This is an optimization exercise on Yosys and OpenROAD, whose aim is small area, not a production implementation. The RTL was checked by simulation tests, not by an equivalence proof against the original design. The clock input has no modelled driver; a real chip could not lean on it and would need a root buffer or a full tree. Power is estimated from default activity; no workload was simulated.

// top_module_project
module top_module_project(clk, reset, rx_in, tx_out, auth_out, tx_busy_out);
Settings: LEC_CHECK=0, CAP_MARGIN=20, CORE_MARGIN=2, CORE_UTILIZATION=40, SLEW_MARGIN=20; clock period 6.0 ns.
standard.sh (not shown) runs the stock make flow with config.mk's settings and CLKGATE_MAP_FILE= SYNTH_SCRIPT=/design/flow/synth_recipe.tcl, a recipe that flattens the netlist after the stock synthesis.
==> flow/flow/run.sh <==
#!/bin/bash
# The standard layout (standard.sh), with an area-oriented synthesis mapping:
# ABC runs flow/abc_area.script, and adders are left to ABC instead of being
# mapped to half/full-adder cells first. Registers and their names are unchanged.
set -euo pipefail
W=$(pwd)
rm -rf "$W/scripts_area"
cp -r "$FLOW_HOME/scripts" "$W/scripts_area"
cp "$W/flow/abc_area.script" "$W/scripts_area/abc_area.script"
SCRIPTS_DIR="$W/scripts_area" ABC_AREA=1 ADDER_MAP_FILE= bash standard.sh synth > synth.log 2>&1
bash standard.sh > layout.log 2>&1
==> flow/flow/abc_area.script <==
strash
&get -n
&fraig -x
&put
scorr
dc2
strash
&get -n
&dch -f
&nf -a
&put
Rerun with:
==> flow/run.sh (new file) <==
#!/bin/bash
# synth_recipe.tcl (not shown) runs the flow's synth.tcl, then flattens the netlist and writes it again
# the make line also repeats each setting of config.mk as NAME=value (left out here)
make -C /OpenROAD-flow-scripts/flow DESIGN_CONFIG=/design/flow/config.mk WORK_HOME=/design/flow/orfs CLKGATE_MAP_FILE= SYNTH_SCRIPT=/design/flow/synth_recipe.tcl finish
removed: flow/flow/run.sh
removed: flow/flow/abc_area.script
removed: flow/standard.sh
The new run passed the timing, design-rule and antenna checks; final cell count came out higher by 12%; cell area came out higher by 15%; core utilization came out lower by 2.6 points; worst hold slack is worse by 0.0065 ns; sequential share of layout area came out lower by 6.6 points; setup slack is worse by 0.21 ns; power came out lower by 7.7%; die area came out higher by 17%; clock power came out lower by 20%; flip-flop and latch count is unchanged; routed wire length came out higher by 5.7%.

========
== run A ==
top_module_project, a different RTL version from the one above (not shown whole).
Size: ~200 cells after synthesis, about 2000 sq um of cells after synthesis.
export LEC_CHECK = 0
export CAP_MARGIN = 20
export CORE_MARGIN = 2
export CORE_UTILIZATION = 65
export SLEW_MARGIN = 20
create_clock -name core_clock -period 6.0 [get_ports {clk}]
==> flow/flow/run.sh <==
#!/bin/bash
# The standard layout (standard.sh) with three changes, made through a copy
# of the ORFS scripts folder:
#  - synthesis: ABC maps with an area script (deepsyn, then area-oriented &nf
#    mapping) and adders are left to ABC rather than mapped to adder cells first.
#    The synthesis is run with several deepsyn seeds (and two &nf settings) and
#    the smallest netlist is kept (registers and their names are the same in every run);
#  - clock tree: instead of TritonCTS's H-tree, the clock sinks are split into
#    three groups by position, each driven by one clock buffer placed at its
#    centroid (flow/split_clock.tcl); the clock port drives only these buffers;
#  - port buffers use the smallest buffer cell.
set -euo pipefail
W=$(pwd)
S="$W/scripts_mod"
REP="$W/orfs/reports/sky130hd/top_module_project/base/synth_stat.txt"
rm -rf "$S" "$W/orfs_best"
cp -r "$FLOW_HOME/scripts" "$S"
cp "$W/flow/split_clock.tcl" "$S/split_clock.tcl"
grep -q '^log_cmd clock_tree_synthesis {\*}$cts_args$' "$S/cts.tcl"
sed -i 's|^log_cmd clock_tree_synthesis {\*}$cts_args$|source $::env(SCRIPTS_DIR)/split_clock.tcl\nsplit_buffer_clock clk sky130_fd_sc_hd__buf_6 3\nset_propagated_clock [all_clocks]|' "$S/cts.tcl"

best_area=""
for cand in 1 2 3 4 5 6 7 8 9 10 11 12 13 14 15 16 17 18 19 20 p1 p2 p3 p4; do
  seed=${cand#p}
  map='&nf -a -R 1000'
  [[ "$cand" == p* ]] && map='&nf -a -R 1000 -p'
  printf '%s\n' strash '&get -n' "&deepsyn -I 1 -J 50 -S $seed" '&put' strash '&get -n' '&dch -f' "$map" '&put' > "$S/abc_area.script"
  rm -rf "$W/orfs"
  SCRIPTS_DIR="$S" ABC_AREA=1 ADDER_MAP_FILE= bash standard.sh synth > "synth_$cand.log" 2>&1
  area=$(awk '/Chip area for module/ {print $NF}' "$REP")
  echo "candidate $cand: synthesized area $area" | tee -a synth_select.log
  if [[ -z "$best_area" ]] || awk -v a="$area" -v b="$best_area" 'BEGIN {exit !(a < b)}'; then
    best_area=$area
    rm -rf "$W/orfs_best"
    cp -a "$W/orfs" "$W/orfs_best"
    echo "  kept" | tee -a synth_select.log
  fi
done
rm -rf "$W/orfs"
mv "$W/orfs_best" "$W/orfs"
SCRIPTS_DIR="$S" BUFFER_PORTS_ARGS="-buffer_cell sky130_fd_sc_hd__buf_1" bash standard.sh > layout.log 2>&1
Other scripts of this flow, unchanged in this note and not shown: flow/flow/split_clock.tcl
Run A: full flow OK, the timing, design-rule and antenna checks passed
Edits applied to the flow inputs when going from run A to run B:
--- a/flow/flow/run.sh
+++ b/flow/flow/run.sh
@@ -6,2 +6,2 @@
-#    The synthesis is run with several deepsyn seeds (and two &nf settings) and
-#    the smallest netlist is kept (registers and their names are the same in every run);
+#    The synthesis is run with several deepsyn seeds and the smallest netlist is
+#    kept (registers and their names are the same in every run);
@@ -23,5 +23,2 @@
-for cand in 1 2 3 4 5 6 7 8 9 10 11 12 13 14 15 16 17 18 19 20 p1 p2 p3 p4; do
-  seed=${cand#p}
-  map='&nf -a -R 1000'
-  [[ "$cand" == p* ]] && map='&nf -a -R 1000 -p'
-  printf '%s\n' strash '&get -n' "&deepsyn -I 1 -J 50 -S $seed" '&put' strash '&get -n' '&dch -f' "$map" '&put' > "$S/abc_area.script"
+for seed in 1 2 3 4 5 6 7 8 9 10 11 12; do
+  printf '%s\n' strash '&get -n' "&deepsyn -I 1 -J 50 -S $seed" '&put' strash '&get -n' '&dch -f' '&nf -a -R 1000' '&put' > "$S/abc_area.script"
@@ -29 +26 @@
-  SCRIPTS_DIR="$S" ABC_AREA=1 ADDER_MAP_FILE= bash standard.sh synth > "synth_$cand.log" 2>&1
+  SCRIPTS_DIR="$S" ABC_AREA=1 ADDER_MAP_FILE= bash standard.sh synth > "synth_seed$seed.log" 2>&1
@@ -31 +28 @@
-  echo "candidate $cand: synthesized area $area" | tee -a synth_select.log
+  echo "seed $seed: synthesized area $area" | tee -a synth_select.log
### Flow results
The flow did not stop early for run B: all stages ran, and the layout cleared the timing, design-rule and antenna checks.
Run A -> run B: core utilization delta 0, exact match
Between run A and run B, the difference in post-layout net count is negligible.
Delta (run B minus run A): number of cells produced by synthesis neither gained nor lost much, detailed route wirelength on metal3 did not really move, sequential cell count ~0 delta.
For run C, these inputs were changed with respect to run B:
==> flow/flow/run.sh <==
#!/bin/bash
# The standard layout (standard.sh) with three changes, all made through a
# copy of the ORFS scripts folder:
#  - synthesis: ABC maps with the area script flow/abc_area.script, and adders are
#    left to ABC rather than mapped to adder cells first (registers are unchanged);
#  - clock tree: instead of TritonCTS's H-tree, the clock sinks are split into
#    three groups by position, each driven by one clock buffer placed at its
#    centroid (flow/split_clock.tcl); the clock port drives only these buffers;
#  - port buffers use the smallest buffer cell.
set -euo pipefail
W=$(pwd)
S="$W/scripts_mod"
rm -rf "$S"
cp -r "$FLOW_HOME/scripts" "$S"
cp "$W/flow/abc_area.script" "$S/abc_area.script"
cp "$W/flow/split_clock.tcl" "$S/split_clock.tcl"
grep -q '^log_cmd clock_tree_synthesis {\*}$cts_args$' "$S/cts.tcl"
sed -i 's|^log_cmd clock_tree_synthesis {\*}$cts_args$|source $::env(SCRIPTS_DIR)/split_clock.tcl\nsplit_buffer_clock clk sky130_fd_sc_hd__buf_6 3\nset_propagated_clock [all_clocks]|' "$S/cts.tcl"
SCRIPTS_DIR="$S" ABC_AREA=1 ADDER_MAP_FILE= bash standard.sh synth > synth.log 2>&1
SCRIPTS_DIR="$S" BUFFER_PORTS_ARGS="-buffer_cell sky130_fd_sc_hd__buf_1" bash standard.sh > layout.log 2>&1
==> flow/flow/abc_area.script (new file) <==
strash
&get -n
&deepsyn -T 20
&put
strash
&get -n
&dch -f
&nf -a -R 1000
&put
Notes after the runs:
- Run C: PASS, flow complete, no timing, DRC or antenna violations
- Compared run B against run C; worst clock skew within noise.
- Compared with run B, run C shows met1 routed wirelength after detailed routing that has gone up slightly.
- Going from run B to run C, total standard cell area after synthesis grows by 2.2%.
In every run of this note, the design's own scripts or RTL, not TritonCTS, make the clock network.

========
The RTL this note starts from:
==> flow/design.v <==
`timescale 1ns / 1ps
module top_module_project(clk, reset, rx_in, tx_out, auth_out, tx_busy_out);
input  wire clk;
input  wire reset;
input  wire rx_in;
output wire tx_out;
output wire auth_out;
output wire tx_busy_out;
    reg [12:0] n;
    wire tick = n[12] & n[10] & n[6] & n[4] & n[3];
    always @(posedge clk or posedge reset)
        if (reset) n <= 13'd0;
        else       n <= tick ? 13'd1 : n + 13'd1;
    localparam R_PAR = 4'b1000, R_STOP = 4'b1001, R_VALID = 4'b1010,
               R_IDLE = 4'b1011, R_START = 4'b1111;
    reg [3:0] rs;
    wire rx_valid = (rs == R_VALID);
    wire rx_bit   = tick & ~rs[3];           
    always @(posedge clk or posedge reset)
        if (reset) rs <= R_IDLE;
        else case (rs)
            R_IDLE, R_VALID: rs <= rx_in ? R_IDLE : R_START;
            R_START: if (tick) rs <= rx_in ? R_IDLE : 4'b0000;
            R_STOP:  if (tick) rs <= rx_in ? R_VALID : R_IDLE;
            default: if (tick) rs <= rs + 4'd1;
        endcase
    reg        auth;
    reg  [1:0] cnt;
    reg  [7:0] A, r;
    reg        p;                            
    reg  [3:0] ts;                           
    wire [7:0] ch = (cnt == 2'd1) ? 8'h34 : (cnt == 2'd3) ? 8'h36 : 8'h31;
    wire       eq = (A == ch);
    wire       hold = ~auth | cnt[1];        
    wire       send = auth & (cnt == 2'd3);
    wire       early = (n[12:2] == 11'd0);   
    wire       m = ts[3];                    
    always @(posedge clk or posedge reset)
        if (reset) begin
            auth <= 1'b0;
            cnt  <= 2'd0;
        end else begin
            if (rx_valid | (send & tick)) cnt <= cnt + 2'd1;
            if (rx_valid & ~auth & (cnt == 2'd3)) auth <= m & eq;
        end
    wire op_sh = rx_bit & auth & (cnt == 2'd2) & ~rs[2];
    localparam T_PAR = 4'b1000, T_TAIL = 4'b1001, T_IDLE = 4'b1010, T_SB = 4'b1111;
    wire       o3 = ts[3], o2 = ts[2], o1 = ts[1], o0 = ts[0];
    wire       c  = p;
    wire       f  = o0;
    wire       win  = send & (n[12:8] == 5'd0);
    wire       proc = win & n[7] & ~n[3];
    wire [2:0] j    = n[2:0];
    wire [2:0] s    = n[6:4];
    wire       at_i = (j == ~s);
    wire       lastp = (s == 3'd7);
    wire       a = A[0];
    wire       b = r[0];
    wire       mul   = ~o3 & ~o2 & o1;               
    wire       sub   = ~o3 & ~o2 & ~o1 & o0;         
    wire       arith = ~o3 & ~o2;                    
    wire       lg    = ~o3 & o2;                     
    wire       shl   = o3 & ~o2 & ~o1 & ~o0;         
    wire       shr   = o3 & ~o2 & ~o1 & o0;          
    wire       act   = mul | lastp;                  
    wire       isor = lg & ~o1 & o0;
    wire       y    = a & (f | ~mul | at_i);
    wire       ci   = c | isor;
    wire       ys   = y ^ sub;
    wire       fa_s = b ^ y ^ ci;
    wire       fa_c = (ys & b) | (ys & ci) | (b & ci);
    wire       out  = ~act ? b :
                      (arith | (lg & ~(o1 & o0))) ? (((mul & at_i) | (lg & ~o1)) ? fa_c : fa_s) :
                      lg  ? ~a :
                      shl ? c :
                      shr ? (A[1] & (j != 3'd7)) : 1'b0;
    wire       c_n = proc & (j != 3'd7) & act & ((arith & ~(mul & at_i) & fa_c) | (shl & a));
    wire       f_n = (j != 3'd7) & (at_i ? b : f);
    wire a_rx  = rx_bit & (~auth | (cnt == 2'd0));
    wire a_rot = proc | (win & ((n[3:0] == 4'd8) | (early & n[0])));
    always @(posedge clk)
        if (a_rx | a_rot) A <= {a_rot ? A[0] : rx_in, A[7:1]};
    wire tx_d  = ~hold & ~ts[3];                  
    wire tx_sh = tick & tx_d & (ts[2:0] != 3'd7);
    wire r_rx  = rx_bit & auth & (cnt == 2'd1);
    always @(posedge clk)
        if (proc | tx_sh | r_rx) r <= {proc ? out : rx_in, r[7:1]};
    always @(posedge clk or posedge reset)
        if (reset)                                ts <= T_IDLE;
        else if (rx_valid & ~auth)                ts <= (cnt == 2'd3) ? T_IDLE : {eq & ((cnt == 2'd0) | m), 3'b000};
        else if (send & tick)                     ts <= T_SB;
        else if (op_sh)                           ts <= {rx_in, ts[3:1]};
        else if (send & early & n[0])             ts[3] <= o3 | (~o2 & o1 & o0);
        else if (proc & mul)                      ts[0] <= f_n;
        else if (~hold & tick & (ts != T_IDLE))   ts <= ts + 4'd1;
    always @(posedge clk)
        if (send) p <= c_n;
        else if (tick & ~hold) p <= (ts == T_SB) ? 1'b0 : ts[3] ? p : (p ^ r[0]);
    assign tx_out      = hold ? 1'b1 : (ts == T_SB) ? 1'b0 : ~ts[3] ? r[0] : (ts == T_PAR) ? p : 1'b1;
    assign tx_busy_out = hold ? (send & ~early) : (ts != T_IDLE);
    assign auth_out    = auth;
endmodule
Settings: LEC_CHECK=0, CAP_MARGIN=20, CORE_MARGIN=2, CORE_UTILIZATION=65, SLEW_MARGIN=20; clock period 6.0 ns.
==> flow/flow/run.sh <==
#!/bin/bash
# The standard layout (standard.sh) with three changes, made through a copy
# of the ORFS scripts folder:
#  - synthesis: ABC maps with an area script (deepsyn, then area-oriented &nf
#    mapping) and adders are left to ABC rather than mapped to adder cells first.
#    The synthesis is run with several deepsyn seeds and &nf settings, and the
#    smallest netlist is kept (registers and their names are the same in every run);
#  - clock tree: instead of TritonCTS's H-tree, the clock sinks are split into
#    three groups by position, each driven by one clock buffer placed at its
#    centroid (flow/split_clock.tcl); the clock port drives only these buffers;
#  - port buffers use the smallest buffer cell.
set -euo pipefail
W=$(pwd)
S="$W/scripts_mod"
REP="$W/orfs/reports/sky130hd/top_module_project/base/synth_stat.txt"
rm -rf "$S" "$W/orfs_best"
cp -r "$FLOW_HOME/scripts" "$S"
cp "$W/flow/split_clock.tcl" "$S/split_clock.tcl"
grep -q '^log_cmd clock_tree_synthesis {\*}$cts_args$' "$S/cts.tcl"
sed -i 's|^log_cmd clock_tree_synthesis {\*}$cts_args$|source $::env(SCRIPTS_DIR)/split_clock.tcl\nsplit_buffer_clock clk sky130_fd_sc_hd__buf_6 3\nset_propagated_clock [all_clocks]|' "$S/cts.tcl"

best_area=""
for seed in 3 6 12 15 16; do
 for mapv in 0 1 2 3; do
  cand="s${seed}m${mapv}"
  case $mapv in
    0) map='&nf -a -R 1000' ;;
    1) map='&nf -a -R 1000 -F 8 -A 8' ;;
    2) map='&nf -a -R 1000 -E 100' ;;
    3) map='&nf -a -R 1000 -E 100 -F 8 -A 8' ;;
  esac
  printf '%s\n' strash '&get -n' "&deepsyn -I 1 -J 50 -S $seed" '&put' strash '&get -n' '&dch -f' "$map" '&put' > "$S/abc_area.script"
  rm -rf "$W/orfs"
  SCRIPTS_DIR="$S" ABC_AREA=1 ADDER_MAP_FILE= bash standard.sh synth > "synth_$cand.log" 2>&1
  area=$(awk '/Chip area for module/ {print $NF}' "$REP")
  echo "candidate $cand: synthesized area $area" | tee -a synth_select.log
  if [[ -z "$best_area" ]] || awk -v a="$area" -v b="$best_area" 'BEGIN {exit !(a < b)}'; then
    best_area=$area
    rm -rf "$W/orfs_best"
    cp -a "$W/orfs" "$W/orfs_best"
    echo "  kept" | tee -a synth_select.log
  fi
 done
done
rm -rf "$W/orfs"
mv "$W/orfs_best" "$W/orfs"
SCRIPTS_DIR="$S" BUFFER_PORTS_ARGS="-buffer_cell sky130_fd_sc_hd__buf_1" bash standard.sh > layout.log 2>&1
Other scripts of this flow, unchanged in this note and not shown: flow/flow/split_clock.tcl
Change:
--- a/flow/flow/run.sh
+++ b/flow/flow/run.sh
@@ -4,6 +4,6 @@
 #  - synthesis: ABC maps with an area script (deepsyn, then area-oriented &nf
 #    mapping) and adders are left to ABC rather than mapped to adder cells first.
-#    The synthesis is run with several deepsyn seeds and &nf settings, and the
-#    smallest netlist is kept (registers and their names are the same in every run);
+#    The synthesis is run with several deepsyn seeds and the smallest netlist is
+#    kept (registers and their names are the same in every run);
 #  - clock tree: instead of TritonCTS's H-tree, the clock sinks are split into
 #    three groups by position, each driven by one clock buffer placed at its
@@ -21,18 +21,10 @@
 
 best_area=""
-for seed in 3 6 12 15 16; do
- for mapv in 0 1 2 3; do
-  cand="s${seed}m${mapv}"
-  case $mapv in
-    0) map='&nf -a -R 1000' ;;
-    1) map='&nf -a -R 1000 -F 8 -A 8' ;;
-    2) map='&nf -a -R 1000 -E 100' ;;
-    3) map='&nf -a -R 1000 -E 100 -F 8 -A 8' ;;
-  esac
-  printf '%s\n' strash '&get -n' "&deepsyn -I 1 -J 50 -S $seed" '&put' strash '&get -n' '&dch -f' "$map" '&put' > "$S/abc_area.script"
+for seed in 1 3 5 7 9; do
+  printf '%s\n' strash '&get -n' "&deepsyn -I 1 -J 50 -S $seed" '&put' strash '&get -n' '&dch -f' '&nf -a -R 1000' '&put' > "$S/abc_area.script"
   rm -rf "$W/orfs"
-  SCRIPTS_DIR="$S" ABC_AREA=1 ADDER_MAP_FILE= bash standard.sh synth > "synth_$cand.log" 2>&1
+  SCRIPTS_DIR="$S" ABC_AREA=1 ADDER_MAP_FILE= bash standard.sh synth > "synth_seed$seed.log" 2>&1
   area=$(awk '/Chip area for module/ {print $NF}' "$REP")
-  echo "candidate $cand: synthesized area $area" | tee -a synth_select.log
+  echo "seed $seed: synthesized area $area" | tee -a synth_select.log
   if [[ -z "$best_area" ]] || awk -v a="$area" -v b="$best_area" 'BEGIN {exit !(a < b)}'; then
     best_area=$area
@@ -41,5 +33,4 @@
     echo "  kept" | tee -a synth_select.log
   fi
- done
 done
 rm -rf "$W/orfs"
Outcome: Flip-flop and latch count is unchanged. Total power went up by 0.54%. Die area went up by 1.5%. Critical path depth went up by 2. Via count went up by 0.54%.
No run of this note takes its clock network from TritonCTS; it comes from the design's own scripts or RTL.

[what the ideal ports hide]
Ports are ideal in the flow. The routed layouts listed here were re-timed in OpenROAD.
Step 1 assumes that a clkbuf_16 drives the clock port and a buf_2 every other input.
Step 2 also shifts input and output timing later by t, the mid clock arrival at the registers, as if the neighbouring blocks saw the same clock.
a / b / c = ideal ports / drivers / drivers and shift; a / b = the first two.
| run | t, ns | setup slack, ns | latest minus earliest clock arrival (ns) | worst data-port slew with drivers (ns) | pins driven straight from the clock port |
|---|---|---|---|---|---|
| the first run of note 1 | 0.321 | 3.084 / 3.059 / 3.380 | 0.009 / 0.008 | 0.03 | 1 |
| the second run of note 1 | 0.320 | 2.876 / 2.846 / 3.166 | 0.012 / 0.012 | 0.03 | 1 |
| run A | 0.163 | 3.125 / 3.079 / 3.243 | 0.018 / 0.017 | 0.03 | 3 |
| run B | 0.163 | 3.125 / 3.079 / 3.243 | 0.018 / 0.017 | 0.03 | 3 |
| run C | 0.162 | 3.283 / 3.236 / 3.398 | 0.019 / 0.018 | 0.03 | 3 |
| the first run of note 3 | 0.163 | 3.125 / 3.079 / 3.243 | 0.018 / 0.017 | 0.03 | 3 |
| the second run of note 3 | 0.168 | 3.186 / 3.136 / 3.305 | 0.017 / 0.017 | 0.03 | 3 |
After both steps setup and hold are still met in every run listed.
